What follows belongs to an exercise in optimizing a design on an open flow for small area, a short achievable clock period and few clock cycles; a production flow would make more cautious choices.
In this exercise RTL edits were held to simulation tests only and were not proved equivalent to the original.
Power figures rest on the tool's default switching activity, not on a simulated workload.

## flow/config.mk

```make
export PLATFORM = sky130hd
export DESIGN_NAME = GCD
export DESIGN_NICKNAME = GCD
export VERILOG_FILES = /design/flow/design.v
export SDC_FILE = /design/flow/constraint.sdc
export NUM_CORES = 4
export LEC_CHECK = 0
export ABC_AREA = 1
export CAP_MARGIN = 20
export CORE_MARGIN = 2
export CORE_UTILIZATION = 40
export SETUP_SLACK_MARGIN = 2.15
export SLEW_MARGIN = 20
```

## flow/constraint.sdc

```tcl
create_clock -name core_clock -period 4.0 [get_ports {clk}]
set_input_delay 0.8000 -clock core_clock [delete_from_list [all_inputs] [get_ports {clk}]]
set_output_delay 0.8000 -clock core_clock [all_outputs]
set_load 0.01 [all_outputs]
```

## flow/design.v

```verilog
module GCD(
	input clk,
	input rst,
	input start,
	input [7:0] A,
	input [7:0] B,
	output [7:0] gcd_result,
	output ready
);
reg [5:0] a_h;
reg [5:0] b_h;
reg       zf;     
reg       busy;
reg       rdy;
reg [7:0] res;
function [7:0] lowbit8(input [7:0] v);
	reg seen;
	integer i;
	begin
		seen = 1'b0;
		for (i = 0; i < 8; i = i + 1) begin
			lowbit8[i] = v[i] & ~seen;
			seen = seen | v[i];
		end
	end
endfunction
function [5:0] oddhi(input [7:0] v);
	reg [7:0] x;
	reg [7:0] p;
	integer   i, t;
	begin
		x = v ^ {8{v[7]}};
		p = lowbit8(v);
		for (i = 0; i < 6; i = i + 1) begin
			oddhi[i] = 1'b0;
			for (t = 0; t + i + 1 < 7; t = t + 1)
				oddhi[i] = oddhi[i] | (p[t] & x[i + 1 + t]);
		end
	end
endfunction
wire za = (A == 8'd0);
wire zb = (B == 8'd0);
function [2:0] ctz6(input [5:0] v);
	casez (v)
		6'b?????1: ctz6 = 3'd0;
		6'b????10: ctz6 = 3'd1;
		6'b???100: ctz6 = 3'd2;
		6'b??1000: ctz6 = 3'd3;
		6'b?10000: ctz6 = 3'd4;
		default:   ctz6 = 3'd5;
	endcase
endfunction
wire [6:0] d = {1'b0, a_h} - {1'b0, b_h};
wire       s = d[6];                  
wire [5:0] m = d[5:0] ^ {6{s}};
wire [5:0] u = a_h ^ b_h;
wire       eq = (u == 6'd0);          
reg  [5:0] above;                     
integer q;
always @* begin
	above[0] = 1'b0;
	for (q = 1; q < 6; q = q + 1) above[q] = above[q - 1] | u[q - 1];
end
wire one_next = ~|(m & above);
wire one_now  = (a_h == 6'd0) | (b_h == 6'd0);
wire found = eq | one_now | one_next;
wire [5:0] b_step = m >> (ctz6(u) + 3'd1);
wire [5:0] a_step = s ? a_h : b_h;
wire [6:0] g = {a_h | b_h, 1'b1};
reg  [7:0] res_shift;
integer i, j;
always @* begin
	for (i = 0; i < 8; i = i + 1) begin
		res_shift[i] = 1'b0;
		for (j = 0; j <= i; j = j + 1)
			if (i - j < 7) res_shift[i] = res_shift[i] | (res[j] & g[i - j]);
	end
end
always @(posedge clk) begin
	if (start) begin
		a_h <= oddhi(A);
		b_h <= oddhi(B);
		res <= lowbit8(A | B);
	end else begin
		a_h <= a_step;
		b_h <= b_step;
		if (busy & (eq | zf))
			res <= res_shift;
	end
	zf <= start & (za | zb);
end
always @(posedge clk) begin
	if (rst) begin
		busy <= 1'b0;
		rdy  <= 1'b0;
	end else if (start) begin
		busy <= 1'b1;
		rdy  <= 1'b0;
	end else begin
		busy <= busy & ~found;
		rdy  <= busy & found;
	end
end
assign ready = rdy;
assign gcd_result = res;
endmodule
```

## flow/flow/run.sh

```bash
#!/bin/bash
set -euo pipefail
bash standard.sh 'BUFFER_PORTS_ARGS=-buffer_cell sky130_fd_sc_hd__buf_2' ADDER_MAP_FILE= \
  'SETUP_MOVE_SEQUENCE=sizeup,swap' SKIP_GATE_CLONING=1 SKIP_LAST_GASP=1 \
  finish > standard_flow.log 2>&1
```

## flow/standard.sh

```bash
#!/bin/bash
# synth_recipe.tcl (not shown) runs the flow's synth.tcl, then flattens the netlist and writes it again
# the make line also repeats each setting of config.mk as NAME=value (left out here)
make -C /OpenROAD-flow-scripts/flow DESIGN_CONFIG=/design/flow/config.mk WORK_HOME=/design/flow/orfs CLKGATE_MAP_FILE= SYNTH_SCRIPT=/design/flow/synth_recipe.tcl "${@:-finish}"
```

==> flow_summary.ini, run 1 <==
[sta]
tightestPinTransition_ns = 0.415
worst_slack_ns = 2.06
fin_tns_setup_ns = 0
rsz0062_at_grt = true
period_needed_ns = 1.94
finalCritPeriodShare_pct = 48.5
maxSlewViolCount = 0
maxSlewHeadroom_pct = 72.2
finClkSkew_ns = 0.00126
hold_viol = 0
finalSetupViolations = 0
fmax_ghz = 0.516

[global_routing]
grt_pass1_vias = 2283
grt_pass1_wl_um = 11000
grt_max_degree = 25
grt_overflow_total = 0
grt_antenna_before_repair = 0
grt_usage_pct = 21.6

[logic_synthesis]
yosysSeqAreaShare_pct = 25.3
syn_area_um2 = 2380
yosysUniqueCellTypes = 40
synth.avg_cell_area_um2 = 6.39
synth_nets = 391
yosys_warnings = 1
ys_ff_latch = 23
syn_inst = 372

[routing]
final_antenna_net_count = 0
firstDrtPassIters = 5
post_drt_wl_per_cell_um = 14.5
vias = 2544
drt_drc_violations_left = 0
drt_iter0_markers = 216
vias_per_cell = 5.39
drt-total-wl_um = 6830

[power]
power.density_nw_per_um2 = 784
p_total_uw = 2320
p_leak_uw = 0.00138
vdd_drop_max_v = 0.000501

[floorplan]
die_w_um = 81.1
dieHeight_um = 81.1
ioPinCount = 28
rows = 28
core-area_um2 = 5820
start_util_pct = 40.9
die_area_um2 = 6580

[critical_path]
cp_slowest_stage_delay_ns = 0.36
setup.worst_path.end_class = flop
start_kind = input port
r2r-start = a_h[2]$_DFFE_PP_
crit_type = in2reg
crit_family = buffers and inverters
path_buf_inv = 3
crit_fanout = 24
worstPathCellList = buf_12, clkinvlp_4, nor2_1, o2111ai_1, o32ai_2, inv_1
critPathRequiredTime_ns = 4.03
startpoint = start
critical_path.slowest_cell = clkinvlp_4
cp_data_arrival_time_ns = 1.96

[cells_and_area]
drive_gt1_share_pct = 36.5
final_cell_area_um2 = 2970
final_cell_mix = inv_1 (50), nand2_1 (49), nand2_2 (29)
layout.nets = 417
n_antenna_cell = 0
layout_commonest_cell = inv_1
seqCellArea_um2 = 606
multiInputGateArea_um2 = 1770
final.fill_count = 595
syn2layout_area_growth_pct = 24.7

[cts]
clockBufferDepth = 2
clk_latency_ns = 0.27
htree_levels = 1
cts_buffers = 3
cts.sinks = 23
clkSlewWorstSetupHoldPaths_ns = 0.08
cts_tree = built
postCtsSetupRepairBufs = 0
cts_root_buf = clkbuf_8

[placed_design]
hpwl_um = 5450
pre_cts_ws_ns = 1.54
portBuffers = 27
placed_area_um2 = 2620
place_congestion = 0.932

[hold_path]
min-delay-start = busy$_SDFF_PP0_
hp-class = reg2reg

[run]
max-cap-violations = 0

[outcome]
status = timing/DRC/antenna clean
==> cell usage after synthesis, drive strengths merged <==
| cell | n | area share [%] |
|---|---|---|
| a211oi | 1 | 0.32 |
| a21boi | 1 | 0.32 |
| a21oi | 19 | 4.3 |
| a221oi | 1 | 0.37 |
| a22oi | 1 | 0.32 |
| a311oi | 1 | 0.37 |
| a31oi | 1 | 0.26 |
| a32oi | 1 | 0.37 |
| clkbuf | 6 | 0.95 |
| clkinv | 1 | 0.21 |
| dfxtp | 9 | 7.6 |
| edfxtp | 14 | 18 |
| inv | 72 | 11 |
| nand2 | 97 | 20 |
| nand3 | 31 | 6.9 |
| nand3b | 1 | 0.32 |
| nand4 | 4 | 1.1 |
| nor2 | 38 | 7.1 |
| nor3 | 8 | 1.9 |
| nor4 | 2 | 0.53 |
| o2111ai | 4 | 1.5 |
| o211ai | 2 | 0.63 |
| o21ai | 23 | 5.0 |
| o221ai | 6 | 2.2 |
| o22ai | 15 | 3.9 |
| o31ai | 2 | 0.63 |
| o32ai | 1 | 0.37 |
| o41ai | 2 | 0.74 |
| or2 | 2 | 0.53 |
| xnor2 | 6 | 2.2 |
==> logic make-up (layout without fill, tap and decap cells) <==
logic type	count (synthesis)	in the layout	share of synthesized area, %
simple gates	183	183	38.4
buf+inv	79	104	12.5
xor+xnor	6	6	2.21
compound gates	81	81	21.6
flops	23	23	25.3
==> power breakdown <==
part           leakage (uW)  total [uW]  switching, uW  internal, uW
registers          0.000217         419           79.4           339
clock network     0.0000255         144           74.2          69.6
logic               0.00114        1760           1170           592
total               0.00138        2320           1320          1000
==> layer usage <==
| metal | track usage [%] | vias to the layer above | wire [um] |
|---|---|---|---|
| met4 | 6.78 | 0 | 99 |
| li1 | - | 1304 | - |
| met2 | 36.9 | 77 | 3390 |
| met3 | 0.889 | 6 | 308 |
| met1 | 29.5 | 1157 | 3030 |
| met5 | 0 | - | 0 |
==> flip-flops by register name, summed over array words and instances (netlist names) <==
signal,flops
res,8
a_h,6
b_h,6
busy,1
rdy,1
zf,1
==> path summary, 6_finish.rpt <==
check                           to  slack [ns]  cells past startpoint
hold reg to reg     rdy$_SDFF_PP0_        0.48                      2
hold / removal      rdy$_SDFF_PP0_        0.48                      2
setup reg to reg    b_h[0]$_DFF_P_        2.14                     12
setup / recovery  a_h[0]$_DFFE_PP_        2.06                      6
==> worst min-delay path: stages (launching register included) <==
cell     delay, ns
dfxtp_1       0.34
nand2_1       0.07
a21oi_1       0.03
==> per-stage QoR <==
step / utilization (%) / std cells / hold WS, ns
CTS: 47.3 / 472 / 0.480
detailed placement: 45.1 / 468 / 0.467
floorplan: - / 372 / 0.441
global route: 51.0 / 472 / 0.507
global placement: 45.1 / 468 / 0.470
finish: 51.0 / 472 / 0.482
==> cell type report <==
cell class	instances	share of cell area [%]
tap	75	3.16
clock buffer	3	1.39
multi-input combinational	270	59.7
sequential	23	20.4
timing repair buffer	27	5.61
clock inverter	1	0.169
inverter	73	9.49
==> what timing repair did <==
action                     4_1_cts  5_1_grt
cloned                           0        0
hold endpoints to repair         0        0
hold buffers                     0        0
pin swaps                        9       31
setup endpoints to repair       21       18
gates resized for setup         26       56
Testbench counts, summed over its fixed seeds: cycles 34,956.
==> inputs of run 2 (changes only) <==
--- a/flow/design.v
+++ b/flow/design.v
@@ -41,14 +41,4 @@
 wire za = (A == 8'd0);
 wire zb = (B == 8'd0);
-function [2:0] ctz6(input [5:0] v);
-	casez (v)
-		6'b?????1: ctz6 = 3'd0;
-		6'b????10: ctz6 = 3'd1;
-		6'b???100: ctz6 = 3'd2;
-		6'b??1000: ctz6 = 3'd3;
-		6'b?10000: ctz6 = 3'd4;
-		default:   ctz6 = 3'd5;
-	endcase
-endfunction
 wire [6:0] d = {1'b0, a_h} - {1'b0, b_h};
 wire       s = d[6];                  
@@ -65,5 +55,14 @@
 wire one_now  = (a_h == 6'd0) | (b_h == 6'd0);
 wire found = eq | one_now | one_next;
-wire [5:0] b_step = m >> (ctz6(u) + 3'd1);
+wire [5:0] pu = u & ~above;
+reg  [5:0] b_step;
+integer bi, bt;
+always @* begin
+	for (bi = 0; bi < 6; bi = bi + 1) begin
+		b_step[bi] = 1'b0;
+		for (bt = 0; bt + bi + 1 < 6; bt = bt + 1)
+			b_step[bi] = b_step[bi] | (pu[bt] & m[bi + bt + 1]);
+	end
+end
 wire [5:0] a_step = s ? a_h : b_h;
 wire [6:0] g = {a_h | b_h, 1'b1};
==> flow/flow/run.sh (replaced) <==
#!/bin/bash
set -euo pipefail
bash standard.sh 'BUFFER_PORTS_ARGS=-buffer_cell sky130_fd_sc_hd__buf_2' ADDER_MAP_FILE= \
  finish > standard_flow.log 2>&1
--- a/flow/config.mk
+++ b/flow/config.mk
@@ -9,5 +9,5 @@
 export CAP_MARGIN = 20
 export CORE_MARGIN = 2
-export CORE_UTILIZATION = 40
-export SETUP_SLACK_MARGIN = 2.15
+export CORE_UTILIZATION = 65
+export CTS_BUF_LIST = sky130_fd_sc_hd__clkbuf_8
 export SLEW_MARGIN = 20
==> run 2 against run 1 <==
  * Non-clock buffer count unchanged
  * Sequential power down 2%
  * Combinational power down 38%
  * Synthesized cell count down 5.6%
  * Synthesized area down 5.2%
  * Critical path type is now reg2reg
  * Critical endpoint is now res[1]$_DFFE_PP_
==> flow_summary.ini, run 2 <==
[power]
pwr-share-seq_pct = 25.1
power.density_nw_per_um2 = 666
combPwrFrac_pct = 66.3
clockPowerShare_pct = 8.6
p_int_uw = 766
p_leak_uw = 0.00120
p_sw_uw = 878
p_total_uw = 1640
vdd_drop_max_v = 0.000274
switching_share_pct = 53.4

[logic_synthesis]
synth_async_sr_flop_share_pct = 0
synthTopCellsByArea = edfxtp_1 (19%), nand2_1 (13%), inv_1 (8.7%)
yosys.cell_count.top_type = nand2_1
synth_top_area_cell = edfxtp_1
syn_inst = 351
yosysUniqueCellTypes = 37
syn_area_um2 = 2250
synthTopCellsByCount = nand2_1 (77), inv_1 (52), nor2_1 (40), nand3_1 (22), o21ai_0 (21)
synth.avg_cell_area_um2 = 6.42
yosysSeqAreaShare_pct = 26.6
yosysTopAreaCellShare_pct = 18.6
ys_ff_latch = 23
synth_ff_type = edfxtp_1
yosys_warnings = 1
synth_edf_count = 14
synth_nets = 370

[sta]
hold_viol = 0
finClkSkew_ns = 0.00182
fmax_ghz = 0.447
period_needed_ns = 2.24
worst_slack_ns = 1.76
fin_tns_setup_ns = 0
tightestPinTransition_ns = 0.745
rsz0062_at_grt = false
finalSetupViolations = 0
finalCritPeriodShare_pct = 56.0
maxSlewViolCount = 0
maxSlewHeadroom_pct = 50.3

[placed_design]
dpl.cell_count = 417
portBuffers = 27
pre_cts_ws_ns = 1.66
hpwl_um = 4890
place_congestion = 0.967

[critical_path]
ff2ff_path_depth = 9
setup.worst_path.end_class = flop
critical_path.slowest_cell = edfxtp_1
crit_type = reg2reg
crit_fanout = 7
start_kind = flop
critical_path_depth = 9
startpoint = a_h[1]$_DFFE_PP_
crit_top_cell = nand2_1
worstPathCellList = nor2_4, inv_2, nand2_1, nand2_1, nor2_1, nand2_1, nor2_1, o21ai_0, nand2_1
rrSetupSlack_ns = 1.76
cp_slowest_stage_delay_ns = 0.51
rr_endpoint = res[1]$_DFFE_PP_
r2r-start = a_h[1]$_DFFE_PP_
crit_family = simple AND/OR/NAND/NOR gates
crit_end = res[1]$_DFFE_PP_
cp_data_arrival_time_ns = 2.17
critPathRequiredTime_ns = 3.93
path_buf_inv = 1

[global_routing]
grt_max_degree = 26
grt_overflow_total = 0
grt_pass1_wl_um = 10300
grt_usage_pct = 32.5
grt_pass1_vias = 2329
grt_antenna_before_repair = 0

[floorplan]
start_util_pct = 67.6
dieHeight_um = 62.9
die_area_um2 = 3960
rows = 21
ioPinCount = 28
core-area_um2 = 3340
die_w_um = 62.9

[cells_and_area]
drive_gt1_share_pct = 21.3
layout.nets = 395
final_cell_mix = nand2_1 (77), inv_1 (52), nor2_1 (40)
largest-register = res
fin_cells = 421
n_antenna_cell = 0
largest_register_ffs = 8
syn2layout_area_growth_pct = 9.49
layout_commonest_cell = nand2_1
top_regs = res x8, a_h x6, b_h x6

[cts]
cts_hold_buf = 0
clkSlewWorstSetupHoldPaths_ns = 0.08
cts_tree = built
clk_latency_ns = 0.26
htree_levels = 1
cts_buffers = 3
cts_root_buf = clkbuf_8
postCtsSetupRepairBufs = 0
cts.sinks = 23
cts_resized = 0
clockBufferDepth = 2

[routing]
final_antenna_net_count = 0
vias_per_cell = 5.80
drt-total-wl_um = 6050
firstDrtPassIters = 5
drt_iter0_markers = 321
vias = 2440
post_drt_wl_per_cell_um = 14.4
drt_drc_violations_left = 0

[run]
max-cap-violations = 0

[outcome]
status = timing/DRC/antenna clean

[hold_path]
hp-class = reg2reg
==> run 2: cell count changes after synthesis, moves of 5 or more <==
cell | before | now
a21oi_1 | 17 | 9
inv_2 | 16 | 11
nand2_1 | 70 | 77
nand2_4 | 9 | 2
nand3_1 | 29 | 22
nor2_1 | 34 | 40
o22ai_1 | 15 | 7
==> run 2: routing by layer <==
layer | vias to the layer above | track usage, % | part of all wire, %
met4 | 0 | 11.7 | 2.7
met1 | 1076 | 43.3 | 44
met2 | 128 | 54.8 | 45
met3 | 21 | 3.06 | 7.6
li1 | 1215 | - | -
met5 | - | 0 | 0
==> run 2: area by class of cell <==
type / count / area (um^2)
well taps: 46 / 57.6
clock buffers: 3 / 41.3
fillers: 308 / 868
flip-flops and latches: 23 / 601
inverters: 63 / 236
multi-input cells: 258 / 1390
clock inverters: 1 / 7.51
repair buffers: 27 / 135
==> run 2: kinds of logic (layout without fill, tap and decap cells) <==
family	count (synthesis)	after routing	synth area share [%]
compound gates	68	68	20.5
buf+inv	70	94	11.7
simple gates	182	182	38.1
flops	23	23	26.6
xor+xnor	8	8	3.11
==> run 2: power groups by stage <==
stage | logic, uW | clock network [uW] | registers, uW
2_1_floorplan | 857 | 0 | 395
3_3_place_gp | 1050 | 0 | 411
4_1_cts | 1070 | 143 | 409
3_5_place_dp | 1060 | 0 | 414
5_1_grt | 1230 | 149 | 424
6_report | 1090 | 142 | 412
==> run 2: how the worst min path moves through the flow <==
| stage | from | to | slack (ns) | cells after the start |
|---|---|---|---|---|
| 6_report | busy$_SDFF_PP0_ | rdy$_SDFF_PP0_ | 0.47 | 2 |
| 5_1_grt | busy$_SDFF_PP0_ | busy$_SDFF_PP0_ | 0.52 | 2 |
| 4_1_cts | busy$_SDFF_PP0_ | rdy$_SDFF_PP0_ | 0.48 | 2 |
| 3_5_place_dp | busy$_SDFF_PP0_ | rdy$_SDFF_PP0_ | 0.46 | 2 |
| 3_3_place_gp | busy$_SDFF_PP0_ | rdy$_SDFF_PP0_ | 0.46 | 2 |
| 2_1_floorplan | busy$_SDFF_PP0_ | rdy$_SDFF_PP0_ | 0.44 | 2 |
==> run 2: per-stage QoR <==
| stage | utilization (%) | instance area (um^2) | hold slack (ns) |
|---|---|---|---|
| final | 74.0 | 2470 | 0.474 |
| after global routing | 74.0 | 2470 | 0.519 |
| after CTS | 74.0 | 2470 | 0.476 |
| after detailed placement | 72.5 | 2420 | 0.465 |
| after global placement | 72.5 | 2420 | 0.458 |
| after floorplan | - | 2250 | 0.441 |
==> run 2: worst register-to-register path: stages, from the launching register on <==
cell	delay, ns
edfxtp_1	0.51
nor2_4	0.20
inv_2	0.07
nand2_1	0.12
nand2_1	0.10
nor2_1	0.14
nand2_1	0.15
nor2_1	0.16
o21ai_0	0.16
nand2_1	0.31
Testbench counts of run 2, summed over its fixed seeds: cycles 34,956.
==> inputs of run 3 (changes only) <==
==> flow/flow/run.sh (replaced) <==
#!/bin/bash
set -euo pipefail
bash standard.sh 'BUFFER_PORTS_ARGS=-buffer_cell sky130_fd_sc_hd__buf_2' ADDER_MAP_FILE= \
  'SETUP_MOVE_SEQUENCE=sizeup,swap' SKIP_GATE_CLONING=1 SKIP_LAST_GASP=1 \
  finish > standard_flow.log 2>&1
--- a/flow/config.mk
+++ b/flow/config.mk
@@ -11,3 +11,4 @@
 export CORE_UTILIZATION = 65
 export CTS_BUF_LIST = sky130_fd_sc_hd__clkbuf_8
+export SETUP_SLACK_MARGIN = 1.9
 export SLEW_MARGIN = 20
==> run 3 against run 2 <==
  * Still clean on timing, DRC and antenna
  * Final cell count unchanged
  * Die area unchanged
  * Wire length increased by 0.74%
  * Clock power about the same
  * Critical path depth decreased by 3
  * Cell area increased by 1.7%
  * Maximum frequency increased by 12%
  * Critical path type is now in2reg
==> flow_summary.ini, run 3 <==
[outcome]
status = timing/DRC/antenna clean

[placed_design]
portBuffers = 27
placed_area_um2 = 2420
hpwl_um = 4890
place_congestion = 0.967
pre_cts_ws_ns = 1.66

[critical_path]
rr_endpoint = res[1]$_DFFE_PP_
critPathRequiredTime_ns = 4.02
start_kind = input port
crit_type = in2reg
ff2ff_path_depth = 9
setup.worst_path.end_class = flop
crit_fanout = 25
rrSetupSlack_ns = 2.01
r2r-start = a_h[1]$_DFFE_PP_
cp_data_arrival_time_ns = 2.02

[global_routing]
grt_max_degree = 26
grt_antenna_before_repair = 0
grt_pass1_wl_um = 10400
grt_usage_pct = 32.5
grt_pass1_vias = 2330
grt_overflow_total = 0

[cells_and_area]
layout.nets = 395
top_regs = res x8, a_h x6, b_h x6
n_antenna_cell = 0
largest-register = res
largest_register_ffs = 8
final_cell_mix = nand2_1 (73), inv_1 (51), nor2_1 (37)
final_cell_area_um2 = 2510
layout_commonest_cell = nand2_1
drive_gt1_share_pct = 24.3
syn2layout_area_growth_pct = 11.3

[power]
p_total_uw = 1660
vdd_drop_max_v = 0.000276
power.density_nw_per_um2 = 662
p_leak_uw = 0.00120

[routing]
met2WireLength_um = 2870
firstDrtPassIters = 5
routed.top_layer = met4
post_drt_wl_per_cell_um = 14.5
vias = 2454
drt_iter0_markers = 319
met1_length_um = 2650
vias_per_cell = 5.83
drt_drc_violations_left = 0
final_antenna_net_count = 0
wl_met3_um = 469
drt-total-wl_um = 6090

[logic_synthesis]
synth_ff_type = edfxtp_1
yosys.cell_count.top_type = nand2_1
synth_async_sr_flop_share_pct = 0
yosys_warnings = 1
synth_nets = 370
yosysUniqueCellTypes = 37
synth_edf_count = 14
synth.avg_cell_area_um2 = 6.42
syn_area_um2 = 2250
ys_ff_latch = 23
yosysTopAreaCellShare_pct = 18.6
synth_top_area_cell = edfxtp_1
yosysSeqAreaShare_pct = 26.6
syn_inst = 351
synthTopCellsByCount = nand2_1 (77), inv_1 (52), nor2_1 (40), nand3_1 (22), o21ai_0 (21)
synthTopCellsByArea = edfxtp_1 (19%), nand2_1 (13%), inv_1 (8.7%)

[floorplan]
dieHeight_um = 62.9
core-area_um2 = 3340
rows = 21
die_w_um = 62.9
start_util_pct = 67.6
die_area_um2 = 3960
ioPinCount = 28

[cts]
cts_buffers = 3
postCtsSetupRepairBufs = 0
cts_tree = built
clk_latency_ns = 0.26
cts_hold_buf = 0
htree_levels = 1
cts_root_buf = clkbuf_8
cts.sinks = 23
clkSlewWorstSetupHoldPaths_ns = 0.08
clockBufferDepth = 2

[sta]
hold_viol = 0
tightestPinTransition_ns = 0.518
finalSetupViolations = 0
period_needed_ns = 2.00
maxSlewViolCount = 0
worst_slack_ns = 2.00
fmax_ghz = 0.501
rsz0062_at_grt = true
finClkSkew_ns = 0.00138
finalCritPeriodShare_pct = 49.9
fin_tns_setup_ns = 0
maxSlewHeadroom_pct = 65.2

[run]
max-cap-violations = 0

[hold_path]
min_to = rdy$_SDFF_PP0_
min-delay-start = busy$_SDFF_PP0_
min_path_cells = 2
hp-class = reg2reg
[run 3: cell types whose count changed in the layout (fill, tap and decap cells not counted), sizes merged]
cell and delta:
buf -1, clkbuf +1, clkinvlp +1, inv -1
[run 3: timing repair]
action,4_1_cts,5_1_grt
resized for setup,1,12
setup endpoints to repair,7,13
pin swaps,0,3
hold endpoints to repair,0,0
gates cloned,0,0
[run 3: area by class of cell]
| cell class | count | area (um^2) |
|---|---|---|
| Inverter | 63 | 240 |
| Fill cell | 301 | 827 |
| Multi-Input combinational cell | 258 | 1430 |
| Timing Repair Buffer | 27 | 138 |
| Clock inverter | 1 | 7.51 |
| Tap cell | 46 | 57.6 |
| Clock buffer | 3 | 41.3 |
| Sequential cell | 23 | 601 |
[run 3: per-stage QoR]
step / cells / hold WS (ns) / utilization, %
2_1_floorplan: 351 / 0.441 / -
3_3_place_gp: 417 / 0.458 / 72.5
3_5_place_dp: 417 / 0.465 / 72.5
4_1_cts: 421 / 0.476 / 74.1
5_1_grt: 421 / 0.521 / 75.2
6_report: 421 / 0.477 / 75.2
[run 3: worst max-delay path by stage]
stage                     startpoint          endpoint  slack (ns)  cells after the start
detailed placement             start  res[1]$_DFFE_PP_        1.66                      3
global route                   start  a_h[1]$_DFFE_PP_        1.90                      6
global placement               start  res[6]$_DFFE_PP_        1.74                      3
CTS                 a_h[1]$_DFFE_PP_  res[1]$_DFFE_PP_        1.93                      9
floorplan                       A[7]  a_h[1]$_DFFE_PP_        2.00                      6
finish                         start  a_h[1]$_DFFE_PP_        2.00                      6
[run 3: power breakdown]
group | internal, uW | leakage [uW] | switching [uW] | total (uW)
Clock | 70.4 | 0.0000217 | 73.1 | 143
Combinational | 373 | 0.000966 | 734 | 1110
Sequential | 328 | 0.000216 | 83.6 | 412
[run 3: worst max-delay path: stages]
cell        delay [ns]
clkbuf_4          0.26
clkinvlp_4        0.44
a21oi_1           0.25
nand3_1           0.10
o21ai_0           0.10
inv_1             0.06
[run 3: kinds of logic after synthesis]
logic type / after synthesis / share of synthesized area, %
compound gates: 68 / 20.5
buf+inv: 70 / 11.7
flops: 23 / 26.6
simple gates: 182 / 38.1
xor+xnor: 8 / 3.11
[run 3: routing by layer]
metal | vias to the layer above | GRT usage (%)
met5 | - | 0
met3 | 12 | 3.06
met4 | 0 | 11.7
met1 | 1089 | 43.3
met2 | 140 | 54.8
li1 | 1213 | -
==> inputs of run 4 (changes only) <==
--- a/flow/config.mk
+++ b/flow/config.mk
@@ -11,4 +11,4 @@
 export CORE_UTILIZATION = 65
 export CTS_BUF_LIST = sky130_fd_sc_hd__clkbuf_8
-export SETUP_SLACK_MARGIN = 1.9
+export SETUP_SLACK_MARGIN = 2.1
 export SLEW_MARGIN = 20
==> run 4 against run 3 <==
  * Utilization increased by 6.1 points
  * Setup slack better by 0.051 ns
  * Maximum frequency grew 2.6%
  * Clock skew increased by 0.0042 ns
  * Non-clock buffer count stayed put
  * Wire length grew 14%
  * Largest power group unchanged
==> flow_summary.ini, run 4 <==
[outcome]
status = timing/DRC/antenna clean

[sta]
period_needed_ns = 1.94
fin_tns_setup_ns = 0
fmax_ghz = 0.514
finalSetupViolations = 0
finalCritPeriodShare_pct = 48.6
tightestPinTransition_ns = 0.538
maxSlewViolCount = 0
rsz0062_at_grt = true
hold_viol = 0
timing.hold.ws_ns = 0.503
maxSlewHeadroom_pct = 63.9
finClkSkew_ns = 0.00562

[floorplan]
die_w_um = 62.9
rows = 21
core-area_um2 = 3340
die_area_um2 = 3960
ioPinCount = 28
dieHeight_um = 62.9
start_util_pct = 67.6

[routing]
vias = 2584
drt-total-wl_um = 6920
firstDrtPassIters = 5
drt_drc_violations_left = 0
final_antenna_net_count = 0
drt_iter0_markers = 355
post_drt_wl_per_cell_um = 16.4
vias_per_cell = 6.14

[logic_synthesis]
yosysTopAreaCellShare_pct = 18.6
synth_nets = 370
synthTopCellsByCount = nand2_1 (77), inv_1 (52), nor2_1 (40), nand3_1 (22), o21ai_0 (21)
synth_top_area_cell = edfxtp_1
yosysSeqAreaShare_pct = 26.6
yosys_warnings = 1
yosysUniqueCellTypes = 37
synth_ff_type = edfxtp_1
ys_ff_latch = 23
synthTopCellsByArea = edfxtp_1 (19%), nand2_1 (13%), inv_1 (8.7%)
syn_area_um2 = 2250
synth_edf_count = 14
yosys.cell_count.top_type = nand2_1
synth_async_sr_flop_share_pct = 0
synth.avg_cell_area_um2 = 6.42
syn_inst = 351

[cells_and_area]
drive_gt1_share_pct = 33.6
largest_register_ffs = 8
largest-register = res
layout.nets = 395
layout_commonest_cell = nand2_1
final_cell_area_um2 = 2710
syn2layout_area_growth_pct = 20.3
top_regs = res x8, a_h x6, b_h x6
final_cell_mix = nand2_1 (59), inv_1 (46), nor2_1 (31)
n_antenna_cell = 0

[cts]
clkSlewWorstSetupHoldPaths_ns = 0.08
cts_buffers = 3
cts_root_buf = clkbuf_8
cts_hold_buf = 0
cts_tree = built
htree_levels = 1
cts.sinks = 23
clk_latency_ns = 0.26
clockBufferDepth = 2

[critical_path]
cp_data_arrival_time_ns = 2.09
crit_type = reg2reg
cp_slowest_stage_delay_ns = 0.50
crit_fanout = 5
critPathRequiredTime_ns = 4.14
critical_path.slowest_cell = edfxtp_1
path_buf_inv = 2
crit_family = simple AND/OR/NAND/NOR gates
setup.worst_path.end_class = flop
start_kind = flop
worstPathCellList = inv_2, nand2_1, nand2_2, nand2_2, nand2_4, inv_2, nand2_2, nand2_4, nand2_1, nand2_2, nand3_1, nand2_1, nor2_2, nand2_2, nand3_2, a21oi_2
crit_top_cell = nand2_2

[power]
p_leak_uw = 0.00125
power.density_nw_per_um2 = 711
vdd_drop_max_v = 0.000350

[hold_path]
hp-class = reg2reg

[placed_design]
hpwl_um = 5120
place_congestion = 0.983
placed_area_um2 = 2430
portBuffers = 27

[global_routing]
grt_pass1_vias = 2372
grt_overflow_total = 0
grt_max_degree = 26
grt_antenna_before_repair = 0
grt_usage_pct = 34.2
grt_pass1_wl_um = 10900

[run]
max-cap-violations = 0
## run 4: cell types whose count changed in the layout (fill, tap and decap cells not counted), sizes merged
| cell | before | now |
|---|---|---|
| buf | 26 | 27 |
| clkbuf | 4 | 3 |
| clkinv | 0 | 1 |
| clkinvlp | 2 | 1 |
## run 4: power by group
group,internal [uW],switching (uW),total (uW)
sequential,332,91.9,424
clock,69.4,73.5,143
combinational,445,917,1360
total,847,1080,1930
## run 4: kinds of logic (layout without fill, tap and decap cells)
family / after synthesis / after routing / synth area share (%)
compound gates: 68 / 68 / 20.5
simple gates: 182 / 182 / 38.1
buf+inv: 70 / 94 / 11.7
xor+xnor: 8 / 8 / 3.11
flops: 23 / 23 / 26.6
## run 4: worst register-to-register path: cells and delay by family (launching register included)
family	cells	cell delay [ns]
AOI/OAI and AO/OA	1	0.05
buffers and inverters	2	0.14
DFF	1	0.50
and+or+nand+nor	13	1.14
## run 4: layer usage
metal / routed length [um] / vias to the layer above / GRT usage [%]
met2: 3220 / 168 / 55.5
li1: - / 1215 / -
met4: 288 / 0 / 11.7
met3: 590 / 35 / 4.50
met5: 0 / - / 0
met1: 2820 / 1166 / 46.8
## run 4: timing repair
action,4_1_cts,5_1_grt
endpoints found under the setup margin,25,30
gates cloned,0,0
resized for setup,21,52
buffers inserted,0,0
pin swaps,8,26
## run 4: worst paths after layout
kind	slack, ns	startpoint	depth (start not counted)	end
worst min-delay path	0.50	busy$_SDFF_PP0_	2	busy$_SDFF_PP0_
worst max register to register	2.06	a_h[3]$_DFFE_PP_	16	busy$_SDFF_PP0_
worst min register to register	0.50	busy$_SDFF_PP0_	2	busy$_SDFF_PP0_
worst max-delay path	2.06	a_h[3]$_DFFE_PP_	16	busy$_SDFF_PP0_
## run 4: layout make-up
class / instances / area, um^2
multi-input combinational: 258 / 1600
timing repair buffer: 27 / 166
sequential: 23 / 606
fill: 242 / 624
clock buffer: 3 / 41.3
tap: 46 / 57.6
inverter: 63 / 240
clock inverter: 1 / 5.00
## run 4: metrics by stage
stage                     setup WS, ns  utilization (%)  std cells  power, uW
after floorplan                   2.09                -        351       1250
after global placement            1.74             72.7        417       1460
after detailed placement          1.69             72.7        417       1490
after CTS                         2.09             76.0        421       1650
after global routing              1.96             81.3        421       2060
final                             2.06             81.3        421       1930
==> inputs of run 5 (changes only) <==
--- a/flow/config.mk
+++ b/flow/config.mk
@@ -11,4 +11,4 @@
 export CORE_UTILIZATION = 65
 export CTS_BUF_LIST = sky130_fd_sc_hd__clkbuf_8
-export SETUP_SLACK_MARGIN = 2.1
+export SETUP_SLACK_MARGIN = 1.7
 export SLEW_MARGIN = 20
==> run 5 against run 4 <==
  * Power decreased by 15%
  * Synthesized area unchanged
  * Critical path depth decreased by 7
  * First-iteration DRC count decreased by 12%
  * Non-clock buffer count unchanged
  * Maximum frequency decreased by 9.2%
  * Cell area decreased by 8.9%
  * Worst hold slack got worse by 0.030 ns
  * Clock power about the same
  * Critical path type unchanged
  * Critical endpoint is now res[1]$_DFFE_PP_
  * Largest cell class unchanged
  * Largest power group unchanged
==> flow_summary.ini, run 5 <==
[cts]
cts_buffers = 3
cts.sinks = 23
clockBufferDepth = 2
cts_root_buf = clkbuf_8
clk_latency_ns = 0.26
cts_hold_buf = 0
htree_levels = 1
cts_tree = built
clkSlewWorstSetupHoldPaths_ns = 0.08

[power]
p_int_uw = 767
clockPowerShare_pct = 8.7
combPwrFrac_pct = 66.3
power.density_nw_per_um2 = 667
p_leak_uw = 0.00120
vdd_drop_max_v = 0.000276
pwr-share-seq_pct = 25.0
p_sw_uw = 882
switching_share_pct = 53.5

[global_routing]
grt_overflow_total = 0
grt_pass1_vias = 2329
grt_max_degree = 26
grt_antenna_before_repair = 0
grt_pass1_wl_um = 10300
grt_usage_pct = 32.5

[logic_synthesis]
synth_top_area_cell = edfxtp_1
synth.avg_cell_area_um2 = 6.42
synth_nets = 370
syn_area_um2 = 2250
synthTopCellsByArea = edfxtp_1 (19%), nand2_1 (13%), inv_1 (8.7%)
yosys_warnings = 1
synth-compound-area-share_pct = 20.5
yosys.area_share.simple_pct = 38.1
yosysUniqueCellTypes = 37
ys_ff_latch = 23
synth_xor_area_share_pct = 3.11
synth_edf_count = 14
synth_async_sr_flop_share_pct = 0
yosys.cell_count.top_type = nand2_1
yosysSeqAreaShare_pct = 26.6
synthTopCellsByCount = nand2_1 (77), inv_1 (52), nor2_1 (40), nand3_1 (22), o21ai_0 (21)
synthMuxAreaShare_pct = 0
yosysTopAreaCellShare_pct = 18.6
synth_ff_type = edfxtp_1
synth_top_family_by_area = simple AND/OR/NAND/NOR gates
synthAdderAreaFrac_pct = 0
syn_inst = 351

[floorplan]
core-area_um2 = 3340
ioPinCount = 28
die_area_um2 = 3960
rows = 21
start_util_pct = 67.6
die_w_um = 62.9
dieHeight_um = 62.9

[cells_and_area]
seqCellArea_um2 = 601
largest-register = res
n_antenna_cell = 0
largest_register_ffs = 8
fin_cells = 421
top_regs = res x8, a_h x6, b_h x6
layout.nets = 395
final_cell_mix = nand2_1 (76), inv_1 (52), nor2_1 (40)
drive_gt1_share_pct = 21.6
layout_commonest_cell = nand2_1
syn2layout_area_growth_pct = 9.60
final.fill_count = 308
multiInputGateArea_um2 = 1390

[routing]
final_antenna_net_count = 0
routed.top_layer = met4
vias_per_cell = 5.74
drt_drc_violations_left = 0
drt-total-wl_um = 6070
post_drt_wl_per_cell_um = 14.4
met2WireLength_um = 2760
firstDrtPassIters = 6
vias = 2418
drt_iter0_markers = 313
met1_length_um = 2720
wl_met3_um = 438

[sta]
rsz0062_at_grt = false
period_needed_ns = 2.14
finClkSkew_ns = 0.00138
finalCritPeriodShare_pct = 53.5
maxSlewViolCount = 0
finalSetupViolations = 0
tightestPinTransition_ns = 0.754
hold_viol = 0
maxSlewHeadroom_pct = 49.7
fmax_ghz = 0.467
fin_tns_setup_ns = 0

[placed_design]
dpl.cell_count = 417
hpwl_um = 4890
place_congestion = 0.967
portBuffers = 27

[hold_path]
hp-class = reg2reg

[outcome]
status = timing/DRC/antenna clean

[critical_path]
start_kind = flop
crit_fanout = 7
critPathRequiredTime_ns = 3.96
setup.worst_path.end_class = flop
crit_type = reg2reg
cp_data_arrival_time_ns = 2.10

[run]
max-cap-violations = 0
-- run 5: cell counts after synthesis --
No cell type changed its count.
-- run 5: critical path: stages, from the launching register on --
cell,delay [ns]
edfxtp_1,0.51
nor2_4,0.19
inv_2,0.07
nand2_1,0.12
nand2_1,0.10
nor2_1,0.14
nand2_1,0.15
nor2_1,0.16
o21ai_0,0.17
nand2_2,0.22
-- run 5: cell type report --
| type | count | area share, % |
|---|---|---|
| Clock buffer | 3 | 1.67 |
| Clock inverter | 1 | 0.304 |
| Inverter | 63 | 9.57 |
| Multi-Input combinational cell | 258 | 56.4 |
| Sequential cell | 23 | 24.3 |
| Tap cell | 46 | 2.33 |
| Timing Repair Buffer | 27 | 5.47 |
-- run 5: cells by family after synthesis --
group,after synthesis
compound gates,68
xor+xnor,8
buf+inv,70
flops,23
simple gates,182
-- run 5: final timing paths --
| path | startpoint | end | slack, ns | cells after the start |
|---|---|---|---|---|
| worst max-delay path | a_h[1]$_DFFE_PP_ | res[1]$_DFFE_PP_ | 1.86 | 9 |
| worst min-delay path | busy$_SDFF_PP0_ | rdy$_SDFF_PP0_ | 0.47 | 2 |
| worst max register to register | a_h[1]$_DFFE_PP_ | res[1]$_DFFE_PP_ | 1.86 | 9 |
| worst min register to register | busy$_SDFF_PP0_ | rdy$_SDFF_PP0_ | 0.47 | 2 |
-- run 5: routing by layer --
metal	GRT usage, %	vias up
met2	54.8	122
met4	11.7	0
li1	-	1214
met1	43.3	1065
met5	0	-
met3	3.06	17
-- run 5: through the flow --
| step | worst slack, ns | total power (uW) | area, um^2 | utilization [%] | hold slack [ns] |
|---|---|---|---|---|---|
| 3_3_place_gp | 1.74 | 1460 | 2420 | 72.5 | 0.458 |
| 2_1_floorplan | 2.00 | 1250 | 2250 | - | 0.441 |
| 5_1_grt | 1.77 | 1800 | 2470 | 74.1 | 0.519 |
| 4_1_cts | 1.85 | 1620 | 2470 | 74.0 | 0.476 |
| 3_5_place_dp | 1.66 | 1480 | 2420 | 72.5 | 0.465 |
| 6_report | 1.86 | 1650 | 2470 | 74.1 | 0.473 |
-- run 5: timing repair --
| item | 4_1_cts | 5_1_grt |
|---|---|---|
| buffers inserted | 0 | 0 |
| resized for setup | 0 | 1 |
| setup endpoints to repair | 0 | 7 |
-- run 5: power by group through the flow --
stage / Sequential (uW) / Clock [uW] / Combinational (uW)
after floorplan: 395 / 0 / 857
after global placement: 411 / 0 / 1050
after detailed placement: 414 / 0 / 1060
after CTS: 409 / 143 / 1070
after global routing: 424 / 149 / 1230
final: 413 / 143 / 1090
==> inputs of run 6 (changes only) <==
--- a/flow/config.mk
+++ b/flow/config.mk
@@ -11,4 +11,4 @@
 export CORE_UTILIZATION = 65
 export CTS_BUF_LIST = sky130_fd_sc_hd__clkbuf_8
-export SETUP_SLACK_MARGIN = 1.7
+export SETUP_SLACK_MARGIN = 1.85
 export SLEW_MARGIN = 20
==> run 6 against run 5 <==
  * Via count up 1.2%
  * Final cell count unchanged
  * Cell area rose by 1.1%
  * Utilization increased by 0.79 points
  * Worst hold slack better by 0.0018 ns
  * Setup slack better by 0.11 ns
  * Global-route usage is the same
  * Largest power group unchanged
  * First-iteration DRC count decreased by 14%
  * Die area unchanged
  * Still clean on timing, DRC and antenna
==> flow_summary.ini, run 6 <==
[outcome]
status = timing/DRC/antenna clean

[logic_synthesis]
ys_ff_latch = 23
synthTopCellsByArea = edfxtp_1 (19%), nand2_1 (13%), inv_1 (8.7%)
yosys.cell_count.top_type = nand2_1
synth_ff_type = edfxtp_1
synth.avg_cell_area_um2 = 6.42
yosysTopAreaCellShare_pct = 18.6
synth_async_sr_flop_share_pct = 0
syn_area_um2 = 2250
synth_edf_count = 14
yosysUniqueCellTypes = 37
yosysSeqAreaShare_pct = 26.6
yosys_warnings = 1
synth_top_area_cell = edfxtp_1
synthTopCellsByCount = nand2_1 (77), inv_1 (52), nor2_1 (40), nand3_1 (22), o21ai_0 (21)
syn_inst = 351
synth_nets = 370

[routing]
drt_drc_violations_left = 0
drt_iter0_markers = 269
vias = 2447
drt-total-wl_um = 6120
post_drt_wl_per_cell_um = 14.5
final_antenna_net_count = 0
vias_per_cell = 5.81
firstDrtPassIters = 6

[critical_path]
start_kind = flop
cp_slowest_stage_delay_ns = 0.51
path_buf_inv = 1
crit_family = simple AND/OR/NAND/NOR gates
critPathRequiredTime_ns = 3.96
cp_data_arrival_time_ns = 1.99
critical_path.slowest_cell = edfxtp_1
crit_type = reg2reg
crit_fanout = 7
worstPathCellList = nor2_4, inv_2, nand2_1, nand2_1, nor2_2, nand2_2, nor2_1, o21ai_1, nand2_2
setup.worst_path.end_class = flop

[cts]
cts_buffers = 3
htree_levels = 1
cts_root_buf = clkbuf_8
clk_latency_ns = 0.26
cts.sinks = 23
clkSlewWorstSetupHoldPaths_ns = 0.08
clockBufferDepth = 2
postCtsSetupRepairBufs = 0
cts_tree = built

[global_routing]
grt_overflow_total = 0
grt_pass1_wl_um = 10400
grt_antenna_before_repair = 0
grt_pass1_vias = 2330
grt_usage_pct = 32.5
grt_max_degree = 26

[cells_and_area]
final_cell_area_um2 = 2500
multiInputGateArea_um2 = 1410
layout.nets = 395
top_regs = res x8, a_h x6, b_h x6
final_cell_mix = nand2_1 (74), inv_1 (51), nor2_1 (38)
largest_register_ffs = 8
syn2layout_area_growth_pct = 10.8
layout_commonest_cell = nand2_1
final_util_pct = 74.8
final.fill_count = 306
n_antenna_cell = 0
seqCellArea_um2 = 601
largest-register = res
drive_gt1_share_pct = 23.5

[power]
p_sw_uw = 887
p_int_uw = 769
clockPowerShare_pct = 8.7
p_total_uw = 1660
pwr-share-seq_pct = 24.9
switching_share_pct = 53.6
power.density_nw_per_um2 = 663
p_leak_uw = 0.00120
vdd_drop_max_v = 0.000276
combPwrFrac_pct = 66.5

[sta]
finalSetupViolations = 0
tightestPinTransition_ns = 0.526
finClkSkew_ns = 0.00190
rsz0062_at_grt = true
maxSlewViolCount = 0
fmax_ghz = 0.493
period_needed_ns = 2.03
fin_tns_setup_ns = 0
maxSlewHeadroom_pct = 64.7
hold_viol = 0
finalCritPeriodShare_pct = 50.8
timing.hold.ws_ns = 0.475

[floorplan]
rows = 21
ioPinCount = 28
core-area_um2 = 3340
dieHeight_um = 62.9
die_w_um = 62.9
die_area_um2 = 3960
start_util_pct = 67.6

[hold_path]
hp-class = reg2reg

[placed_design]
portBuffers = 27
hpwl_um = 4890
placed_area_um2 = 2420
place_congestion = 0.967

[run]
max-cap-violations = 0
[run 6: cell counts after synthesis]
No cell type changed its count.
[run 6: power groups by stage]
stage | Sequential [uW] | Combinational, uW | Clock, uW
CTS | 409 | 1070 | 143
finish | 412 | 1100 | 143
global placement | 411 | 1050 | 0
global route | 423 | 1240 | 149
detailed placement | 414 | 1060 | 0
floorplan | 395 | 857 | 0
[run 6: layout make-up]
type                    instances  share of cell area (%)
flip-flops and latches         23                    24.0
inverters                      63                    9.62
multi-input cells             258                    56.6
well taps                      46                    2.30
repair buffers                 27                    5.51
clock buffers                   3                    1.65
clock inverters                 1                   0.301
[run 6: logic make-up (layout without fill, tap and decap cells)]
family	count (synthesis)	after routing	share of synthesized area [%]
simple gates	182	182	38.1
buf+inv	70	94	11.7
compound gates	68	68	20.5
flops	23	23	26.6
xor+xnor	8	8	3.11
[run 6: stage by stage]
stage	cells	worst slack [ns]
6_report	421	1.97
5_1_grt	421	1.86
4_1_cts	421	1.93
3_5_place_dp	417	1.66
3_3_place_gp	417	1.74
2_1_floorplan	351	2.00
[run 6: timing repair]
item,CTS,global route
hold buffers,0,0
endpoints found under the setup margin,7,10
pin swaps,0,3
resized for setup,1,9
[run 6: worst paths after layout]
check                        start                to  slack, ns  cells past startpoint
hold / removal     busy$_SDFF_PP0_    rdy$_SDFF_PP0_       0.48                      2
setup / recovery  a_h[1]$_DFFE_PP_  res[1]$_DFFE_PP_       1.97                      9
setup reg to reg  a_h[1]$_DFFE_PP_  res[1]$_DFFE_PP_       1.97                      9
hold reg to reg    busy$_SDFF_PP0_    rdy$_SDFF_PP0_       0.48                      2
[run 6: metal layers]
metal / up-vias / GRT usage, % / wire [um]
met4: 0 / 11.7 / 183
met5: - / 0 / 0
met3: 22 / 3.06 / 494
met1: 1079 / 43.3 / 2640
li1: 1211 / - / -
met2: 135 / 54.8 / 2810
[run 6: tightest hold or removal path, stage by stage, from the launching register on]
cell	delay [ns]
dfxtp_1	0.34
nand2_1	0.07
a21oi_1	0.03
==> inputs of run 7 (changes only) <==
--- a/flow/config.mk
+++ b/flow/config.mk
@@ -9,6 +9,6 @@
 export CAP_MARGIN = 20
 export CORE_MARGIN = 2
-export CORE_UTILIZATION = 65
+export CORE_UTILIZATION = 80
 export CTS_BUF_LIST = sky130_fd_sc_hd__clkbuf_8
-export SETUP_SLACK_MARGIN = 1.85
+export SETUP_SLACK_MARGIN = 2.0
 export SLEW_MARGIN = 20
==> run 7 against run 6 <==
  * The run now fails in global placement
  * Synthesized cell count stayed put
  * Synthesized area stayed put
==> flow_summary.ini, run 7 <==
[outcome]
status = aborted with a tool error
haltStage = global placement
error = [ERROR GPL-0301] Utilization 100.891 % exceeds 100%.

[logic_synthesis]
yosysUniqueCellTypes = 37
yosys.cell_count.top_type = nand2_1
synth.avg_cell_area_um2 = 6.42
synthTopCellsByCount = nand2_1 (77), inv_1 (52), nor2_1 (40), nand3_1 (22), o21ai_0 (21)
syn_area_um2 = 2250
yosysSeqAreaShare_pct = 26.6
synth_async_sr_flop_share_pct = 0
yosys.area_share.simple_pct = 38.1
synth_top_area_cell = edfxtp_1
synth_top_family_by_area = simple AND/OR/NAND/NOR gates
synth-compound-area-share_pct = 20.5
synth_xor_area_share_pct = 3.11
synthMuxAreaShare_pct = 0
synthTopCellsByArea = edfxtp_1 (19%), nand2_1 (13%), inv_1 (8.7%)
synth_ff_type = edfxtp_1
syn_inst = 351
yosysTopAreaCellShare_pct = 18.6
yosys_warnings = 1
synth_nets = 370
synth_edf_count = 14
synthAdderAreaFrac_pct = 0
ys_ff_latch = 23

[floorplan]
ioPinCount = 28
die_w_um = 57.1
start_util_pct = 83.2
rows = 19
dieHeight_um = 57.1

[placed_design]
portBuffers = 27
==> run 7: cell counts after synthesis <==
Identical to the previous run, type by type.
==> run 7: cells by family after synthesis <==
family,Yosys count
buffers and inverters,70
flip-flops,23
XOR/XNOR,8
AO/OA/AOI/OAI,68
AND/OR/NAND/NOR,182
==> inputs of run 8 (changes only) <==
--- a/flow/config.mk
+++ b/flow/config.mk
@@ -9,5 +9,5 @@
 export CAP_MARGIN = 20
 export CORE_MARGIN = 2
-export CORE_UTILIZATION = 80
+export CORE_UTILIZATION = 50
 export CTS_BUF_LIST = sky130_fd_sc_hd__clkbuf_8
 export SETUP_SLACK_MARGIN = 2.0
==> run 8 against run 7 <==
  * The run now finishes clean
  * Synthesized area did not move
  * Synthesized cell count did not move
==> flow_summary.ini, run 8 <==
[logic_synthesis]
synth_edf_count = 14
synth_nets = 370
synth.avg_cell_area_um2 = 6.42
synth_xor_area_share_pct = 3.11
yosysTopAreaCellShare_pct = 18.6
syn_area_um2 = 2250
yosysUniqueCellTypes = 37
synth_async_sr_flop_share_pct = 0
yosys.cell_count.top_type = nand2_1
yosys.area_share.simple_pct = 38.1
synth_ff_type = edfxtp_1
yosysSeqAreaShare_pct = 26.6
synthTopCellsByArea = edfxtp_1 (19%), nand2_1 (13%), inv_1 (8.7%)
synth_top_family_by_area = simple AND/OR/NAND/NOR gates
synth-compound-area-share_pct = 20.5
synthTopCellsByCount = nand2_1 (77), inv_1 (52), nor2_1 (40), nand3_1 (22), o21ai_0 (21)
synth_top_area_cell = edfxtp_1
ys_ff_latch = 23
syn_inst = 351
synthAdderAreaFrac_pct = 0
synthMuxAreaShare_pct = 0
yosys_warnings = 1

[sta]
tightestPinTransition_ns = 0.550
fmax_ghz = 0.520
hold_viol = 0
fin_tns_setup_ns = 0
finalSetupViolations = 0
finClkSkew_ns = 0.00304
finalCritPeriodShare_pct = 48.0
maxSlewViolCount = 0
rsz0062_at_grt = true
period_needed_ns = 1.92
maxSlewHeadroom_pct = 63.0

[power]
p_leak_uw = 0.00121
vdd_drop_max_v = 0.000262
power.density_nw_per_um2 = 669

[cts]
cts_tree = built
cts_buffers = 3
htree_levels = 1
clockBufferDepth = 2
postCtsSetupRepairBufs = 0
clkSlewWorstSetupHoldPaths_ns = 0.08
cts_hold_buf = 0
cts_root_buf = clkbuf_8
cts.sinks = 23
clk_latency_ns = 0.26

[placed_design]
hpwl_um = 5110
portBuffers = 27
place_congestion = 0.928

[routing]
post_drt_wl_per_cell_um = 14.8
vias = 2415
vias_per_cell = 5.66
drt-total-wl_um = 6310
drt_drc_violations_left = 0
final_antenna_net_count = 0
firstDrtPassIters = 5
drt_iter0_markers = 223

[critical_path]
crit_fanout = 7
start_kind = input port
cp_data_arrival_time_ns = 2.02
setup.worst_path.end_class = flop
critPathRequiredTime_ns = 4.09
crit_type = in2reg

[global_routing]
grt_overflow_total = 0
grt_max_degree = 26
grt_pass1_vias = 2244
grt_pass1_wl_um = 10400
grt_usage_pct = 25.8
grt_antenna_before_repair = 0

[cells_and_area]
final_cell_mix = nand2_1 (70), inv_1 (48), nor2_1 (34)
largest_register_ffs = 8
layout.nets = 395
top_regs = res x8, a_h x6, b_h x6
largest-register = res
layout_commonest_cell = nand2_1
final_util_pct = 59.5
final.fill_count = 418
drive_gt1_share_pct = 27.2
syn2layout_area_growth_pct = 14.8
n_antenna_cell = 0

[outcome]
status = timing/DRC/antenna clean

[floorplan]
die_area_um2 = 5060
dieHeight_um = 71.2
die_w_um = 71.2
start_util_pct = 51.8
rows = 24
ioPinCount = 28
core-area_um2 = 4350

[hold_path]
hp-class = reg2reg

[run]
max-cap-violations = 0
run 8: cell counts after synthesis:
No cell type changed its count.
run 8: layout make-up:
type / count / area [um^2] / share of cell area [%]
Inverter: 63 / 240 / 9.28
Multi-Input combinational cell: 258 / 1490 / 57.4
Tap cell: 52 / 65.1 / 2.51
Clock buffer: 3 / 41.3 / 1.59
Clock inverter: 1 / 7.51 / 0.290
Timing Repair Buffer: 27 / 144 / 5.56
Sequential cell: 23 / 604 / 23.3
run 8: critical path, cell delays in order:
cell      delay [ns]
clkbuf_4        0.16
nor2_4          0.10
inv_2           0.06
nor2_4          0.11
inv_1           0.07
nor2_2          0.13
nand2_2         0.10
inv_2           0.07
nand4_1         0.15
o31ai_1         0.28
run 8: path summary, 6_finish.rpt:
path,from,end,slack (ns),cells past startpoint
worst max-delay path,B[0],res[7]$_DFFE_PP_,2.08,10
worst min-delay path,busy$_SDFF_PP0_,rdy$_SDFF_PP0_,0.48,2
worst max register to register,a_h[1]$_DFFE_PP_,res[1]$_DFFE_PP_,2.09,9
worst min register to register,busy$_SDFF_PP0_,rdy$_SDFF_PP0_,0.48,2
run 8: kinds of logic (layout without fill, tap and decap cells):
family,after synthesis,after routing
AO/OA/AOI/OAI,68,68
XOR/XNOR,8,8
buffers and inverters,70,94
flip-flops,23,23
AND/OR/NAND/NOR,182,182
run 8: layer usage:
layer  vias to the layer above  wire (um)  global-route usage (%)
li1                       1216          -                       -
met1                      1105       3050                    38.2
met2                        86       2840                    40.6
met3                         8        309                    1.71
met4                         0        100                    6.92
met5                         -          0                       0
run 8: where the power goes:
part	switching, uW	internal (uW)
Combinational	776	399
Sequential	83.7	330
Clock	73.3	70.3
Total	932	799
run 8: metrics by stage:
stage          cell area, um^2  total power [uW]  setup slack [ns]  hold WS, ns  instances
6_report                  2590              1730              2.08        0.481        427
5_1_grt                   2590              1900              1.98        0.516        427
4_1_cts                   2490              1640              2.01        0.485        427
3_5_place_dp              2430              1490              1.66        0.472        423
3_3_place_gp              2430              1490              1.69        0.479        423
2_1_floorplan             2250              1250              2.00        0.441        351
run 8: what timing repair did:
action                                  in CTS  in global routing
resized for setup                            6                 30
endpoints found under the setup margin      15                 15
pin swaps                                    2                 10
==> inputs of run 9 (changes only) <==
--- a/flow/config.mk
+++ b/flow/config.mk
@@ -9,5 +9,5 @@
 export CAP_MARGIN = 20
 export CORE_MARGIN = 2
-export CORE_UTILIZATION = 50
+export CORE_UTILIZATION = 65
 export CTS_BUF_LIST = sky130_fd_sc_hd__clkbuf_8
 export SETUP_SLACK_MARGIN = 2.0
==> run 9 against run 8 <==
  * Clock power barely moved
  * Die area decreased by 22%
  * Synthesized cell count did not move
  * Cell area about the same
  * Critical path type is now reg2reg
  * Largest power group unchanged
==> flow_summary.ini, run 9 <==
[critical_path]
path_buf_inv = 1
crit_top_cell = nand2_2
start_kind = flop
crit_type = reg2reg
setup.worst_path.end_class = flop
cp_slowest_stage_delay_ns = 0.51
crit_fanout = 7
critPathRequiredTime_ns = 3.96
critical_path.slowest_cell = edfxtp_1
crit_family = simple AND/OR/NAND/NOR gates
worstPathCellList = nor2_4, inv_2, nand2_2, nand2_2, nor2_4, nand2_2, nor2_2, o21ai_1, nand2_2
cp_data_arrival_time_ns = 1.90

[logic_synthesis]
synthTopCellsByCount = nand2_1 (77), inv_1 (52), nor2_1 (40), nand3_1 (22), o21ai_0 (21)
synthTopCellsByArea = edfxtp_1 (19%), nand2_1 (13%), inv_1 (8.7%)
syn_inst = 351
yosysSeqAreaShare_pct = 26.6
ys_ff_latch = 23
synth_nets = 370
syn_area_um2 = 2250
yosys.cell_count.top_type = nand2_1
yosysTopAreaCellShare_pct = 18.6
synth_ff_type = edfxtp_1
synth.avg_cell_area_um2 = 6.42
synth_async_sr_flop_share_pct = 0
synth_top_area_cell = edfxtp_1
yosysUniqueCellTypes = 37
synth_edf_count = 14
yosys_warnings = 1

[routing]
vias = 2514
vias_per_cell = 5.97
drt-total-wl_um = 6480
routed.top_layer = met4
final_antenna_net_count = 0
drt_iter0_markers = 299
firstDrtPassIters = 6
drt_drc_violations_left = 0
wl_met3_um = 522
met1_length_um = 2700
post_drt_wl_per_cell_um = 15.4
met2WireLength_um = 3080

[cells_and_area]
final.fill_count = 277
syn2layout_area_growth_pct = 14.7
final_cell_area_um2 = 2590
top_regs = res x8, a_h x6, b_h x6
seqCellArea_um2 = 604
layout.nets = 395
layout_commonest_cell = nand2_1
final_cell_mix = nand2_1 (71), inv_1 (49), nor2_1 (33)
multiInputGateArea_um2 = 1490
drive_gt1_share_pct = 27.7
n_antenna_cell = 0
largest_register_ffs = 8
final_util_pct = 77.5
largest-register = res

[floorplan]
ioPinCount = 28
die_area_um2 = 3960
die_w_um = 62.9
core-area_um2 = 3340
rows = 21
start_util_pct = 67.6
dieHeight_um = 62.9

[power]
vdd_drop_max_v = 0.000280
p_total_uw = 1750
power.density_nw_per_um2 = 676
p_leak_uw = 0.00121

[sta]
fmax_ghz = 0.515
period_needed_ns = 1.94
maxSlewViolCount = 0
fin_tns_setup_ns = 0
finalCritPeriodShare_pct = 48.5
finalSetupViolations = 0
tightestPinTransition_ns = 0.581
maxSlewHeadroom_pct = 61.0
hold_viol = 0
finClkSkew_ns = 0.00302
rsz0062_at_grt = true

[cts]
clkSlewWorstSetupHoldPaths_ns = 0.08
clk_latency_ns = 0.26
htree_levels = 1
cts_root_buf = clkbuf_8
cts.sinks = 23
clockBufferDepth = 2
postCtsSetupRepairBufs = 0
cts_tree = built
cts_buffers = 3

[global_routing]
grt_pass1_wl_um = 10400
grt_max_degree = 26
grt_usage_pct = 32.6
grt_pass1_vias = 2334
grt_antenna_before_repair = 0
grt_overflow_total = 0

[hold_path]
hp-class = reg2reg

[run]
max-cap-violations = 0

[placed_design]
portBuffers = 27
placed_area_um2 = 2420
hpwl_um = 4890
place_congestion = 0.967

[outcome]
status = timing/DRC/antenna clean
run 9: cell counts after synthesis:
Identical to the previous run, type by type.
run 9: kinds of logic after synthesis:
logic type                after synthesis  share of synthesized area (%)
buffers and inverters                  70                           11.7
DFF                                    23                           26.6
AOI/OAI and AO/OA                      68                           20.5
and+or+nand+nor                       182                           38.1
xor gates and xnor gates                8                           3.11
run 9: worst paths after layout:
| path | startpoint | endpoint | slack [ns] | depth (start not counted) |
|---|---|---|---|---|
| max | a_h[1]$_DFFE_PP_ | res[1]$_DFFE_PP_ | 2.06 | 9 |
| min | busy$_SDFF_PP0_ | rdy$_SDFF_PP0_ | 0.48 | 2 |
| max reg2reg | a_h[1]$_DFFE_PP_ | res[1]$_DFFE_PP_ | 2.06 | 9 |
| min reg2reg | busy$_SDFF_PP0_ | rdy$_SDFF_PP0_ | 0.48 | 2 |
run 9: metrics by stage:
| stage | hold WS (ns) | setup WS, ns | instances |
|---|---|---|---|
| final | 0.481 | 2.06 | 421 |
| after global routing | 0.521 | 1.93 | 421 |
| after CTS | 0.477 | 2.01 | 421 |
| after detailed placement | 0.465 | 1.66 | 417 |
| after global placement | 0.458 | 1.74 | 417 |
| after floorplan | 0.441 | 2.00 | 351 |
run 9: worst register-to-register path: stages (launching register included):
cell	delay (ns)
edfxtp_1	0.51
nor2_4	0.19
inv_2	0.08
nand2_2	0.11
nand2_2	0.10
nor2_4	0.13
nand2_2	0.10
nor2_2	0.12
o21ai_1	0.11
nand2_2	0.18
run 9: routing by layer:
| metal | global-route usage, % | vias up |
|---|---|---|
| met5 | 0 | - |
| met2 | 55.2 | 150 |
| li1 | - | 1220 |
| met4 | 11.7 | 0 |
| met1 | 43.3 | 1124 |
| met3 | 3.06 | 20 |
run 9: cell type report:
class                           instances  area share (%)
Multi-Input combinational cell        258            57.8
Clock buffer                            3            1.60
Clock inverter                          1           0.290
Sequential cell                        23            23.4
Timing Repair Buffer                   27            5.47
Inverter                               63            9.29
Tap cell                               46            2.23
run 9: what timing repair did:
action | CTS | global route
endpoints found under the setup margin | 8 | 15
gates resized for setup | 6 | 30
pin swaps | 1 | 8
hold buffers | 0 | 0
run 9: power breakdown:
group          total [uW]  internal, uW  leakage, uW  switching (uW)
clock                 144          70.3    0.0000217            73.5
sequential            419           330     0.000217            88.7
combinational        1190           394     0.000975             791
==> inputs of run 10 (changes only) <==
--- a/flow/config.mk
+++ b/flow/config.mk
@@ -9,5 +9,5 @@
 export CAP_MARGIN = 20
 export CORE_MARGIN = 2
-export CORE_UTILIZATION = 65
+export CORE_UTILIZATION = 55
 export CTS_BUF_LIST = sky130_fd_sc_hd__clkbuf_8
 export SETUP_SLACK_MARGIN = 2.0
==> run 10 against run 9 <==
  * Largest cell class unchanged
  * Sequential share of layout area increased by 0.22 points
  * Critical path depth rose by 1
  * Cell area fell by 1.4%
  * Final cell count grew 0.95%
  * Register-to-register slack improved by 0.04 ns
  * Critical path type is now in2reg
  * Sequential power fell by 1%
  * Synthesized cell count unchanged
  * Clock-buffer cell count unchanged
  * Power down 2.5%
  * Wire length fell by 2.9%
  * Non-clock buffer count unchanged
==> flow_summary.ini, run 10 <==
[logic_synthesis]
synthTopCellsByCount = nand2_1 (77), inv_1 (52), nor2_1 (40), nand3_1 (22), o21ai_0 (21)
yosys.cell_count.top_type = nand2_1
synth_top_area_cell = edfxtp_1
ys_ff_latch = 23
synth_nets = 370
synth.avg_cell_area_um2 = 6.42
synth_edf_count = 14
yosysSeqAreaShare_pct = 26.6
yosys_warnings = 1
synth_ff_type = edfxtp_1
syn_area_um2 = 2250
yosysTopAreaCellShare_pct = 18.6
synthTopCellsByArea = edfxtp_1 (19%), nand2_1 (13%), inv_1 (8.7%)
yosysUniqueCellTypes = 37
syn_inst = 351
synth_async_sr_flop_share_pct = 0

[cells_and_area]
largest_register_ffs = 8
layout.nets = 395
n_antenna_cell = 0
final.fill_count = 395
largest-register = res
syn2layout_area_growth_pct = 13.2
drive_gt1_share_pct = 26.7
top_regs = res x8, a_h x6, b_h x6
final_cell_mix = nand2_1 (70), inv_1 (50), nor2_1 (33)
layout_commonest_cell = nand2_1

[floorplan]
ioPinCount = 28
core-area_um2 = 3970
start_util_pct = 56.8
die_w_um = 68.0
rows = 23
dieHeight_um = 68.0
die_area_um2 = 4630

[placed_design]
hpwl_um = 5140
place_congestion = 0.914
portBuffers = 27

[routing]
drt-total-wl_um = 6290
vias_per_cell = 5.71
firstDrtPassIters = 5
drt_drc_violations_left = 0
drt_iter0_markers = 215
post_drt_wl_per_cell_um = 14.8
vias = 2428
final_antenna_net_count = 0

[cts]
postCtsSetupRepairBufs = 0
cts.sinks = 23
cts_tree = built
cts_root_buf = clkbuf_8
htree_levels = 1
clkSlewWorstSetupHoldPaths_ns = 0.09
cts_hold_buf = 0
clockBufferDepth = 2
cts_buffers = 3
clk_latency_ns = 0.27

[sta]
timing.hold.ws_ns = 0.498
finalSetupViolations = 0
maxSlewHeadroom_pct = 62.4
period_needed_ns = 1.91
rsz0062_at_grt = true
fin_tns_setup_ns = 0
maxSlewViolCount = 0
finalCritPeriodShare_pct = 47.6
fmax_ghz = 0.525
finClkSkew_ns = 0.00485
hold_viol = 0
tightestPinTransition_ns = 0.560

[power]
p_leak_uw = 0.00121
vdd_drop_max_v = 0.000260
p_total_uw = 1710
power.density_nw_per_um2 = 668

[global_routing]
grt_usage_pct = 28.9
grt_overflow_total = 0
grt_pass1_vias = 2213
grt_pass1_wl_um = 10000
grt_antenna_before_repair = 0
grt_max_degree = 26

[critical_path]
start_kind = input port
crit_type = in2reg
worstPathCellList = buf_2, nor2_4, inv_2, nor2_2, inv_1, nor2_2, nand2_2, inv_1, nand4_1, o31ai_1
crit_family = simple AND/OR/NAND/NOR gates
crit_fanout = 7
setup.worst_path.end_class = flop
critical_path.slowest_cell = o31ai_1
path_buf_inv = 4
cp_slowest_stage_delay_ns = 0.26
cp_data_arrival_time_ns = 2.01
critPathRequiredTime_ns = 4.11

[outcome]
status = timing/DRC/antenna clean

[run]
max-cap-violations = 0

[hold_path]
hp-class = reg2reg
run 10: logic make-up after synthesis:
group                  share of synthesized area, %
buffers and inverters                          11.7
XOR/XNOR                                       3.11
flip-flops                                     26.6
AND/OR/NAND/NOR                                38.1
AO/OA/AOI/OAI                                  20.5
run 10: where the power goes:
part           total (uW)  internal, uW  switching, uW
Sequential            414           329           84.7
Clock                 150          70.6           79.5
Combinational        1140           385            756
run 10: timing repair:
item | CTS | global route
resized for setup | 6 | 20
pin swaps | 1 | 7
setup endpoints to repair | 13 | 19
run 10: area by class of cell:
class | count | area (um^2) | area share, %
sequential | 23 | 602 | 23.6
tap | 50 | 62.6 | 2.45
timing repair buffer | 27 | 141 | 5.54
clock buffer | 3 | 41.3 | 1.62
inverter | 63 | 240 | 9.42
multi-input combinational | 258 | 1460 | 57.1
clock inverter | 1 | 7.51 | 0.294
run 10: worst paths after layout:
check                    from                to  slack, ns  cells past startpoint
max                      B[0]  res[7]$_DFFE_PP_       2.09                     10
min           busy$_SDFF_PP0_    rdy$_SDFF_PP0_       0.50                      2
max reg2reg  a_h[1]$_DFFE_PP_  res[7]$_DFFE_PP_       2.10                      9
min reg2reg   busy$_SDFF_PP0_    rdy$_SDFF_PP0_       0.50                      2
run 10: worst register-to-register path, cell delays in order, from the launching register on:
cell      delay (ns)
edfxtp_1        0.50
nor2_4          0.20
inv_2           0.08
nand2_2         0.10
nand2_2         0.09
nor2_4          0.13
nand2_2         0.10
nor2_2          0.11
o21ai_1         0.10
nand2_2         0.18
run 10: through the flow:
step	util, %	instance area (um^2)	instances	worst slack [ns]
after floorplan	-	2250	351	2.00
after global placement	61.1	2420	421	1.71
after detailed placement	61.1	2420	421	1.63
after CTS	62.6	2490	425	2.01
after global routing	64.2	2550	425	1.99
final	64.2	2550	425	2.09
run 10: per-layer routing:
layer / global-route usage (%) / vias to the layer above / wire length, um
met4: 7.50 / 0 / 102
met3: 2.30 / 11 / 381
met2: 47.1 / 120 / 2820
li1: - / 1215 / -
met1: 41.3 / 1082 / 2990
met5: 0 / - / 0

==> afterwards: timing with drivers on the ports <==
No port has a modelled driver above. Below, the same layouts with a new extraction and two added sets of constraints.
Step 1, drivers: a clkbuf_16 drives clk and a buf_2 each remaining input, both assumed.
Step 2, shift: input delay + t, output delay - t, t = (earliest + latest rising clock arrival at the registers) / 2. This alone moves slack from input paths to output paths.
Three values: ideal ports, drivers, drivers and shift; two values: the first two.
run | t, ns | slack for setup (ns)
run 1 | 0.291 | 2.061 / 2.019 / 1.727
run 2 | 0.282 | 1.761 / 1.761 / 1.628
run 3 | 0.284 | 2.005 / 2.004 / 1.720
run 4 | 0.285 | 2.056 / 2.056 / 1.867
run 5 | 0.284 | 1.858 / 1.858 / 1.683
run 6 | 0.284 | 1.970 / 1.970 / 1.695
run 8 | 0.285 | 2.079 / 2.084 / 1.799
run 9 | 0.281 | 2.059 / 2.059 / 1.823
run 10 | 0.297 | 2.095 / 2.103 / 1.809
After both steps setup and hold are still met in every run listed.
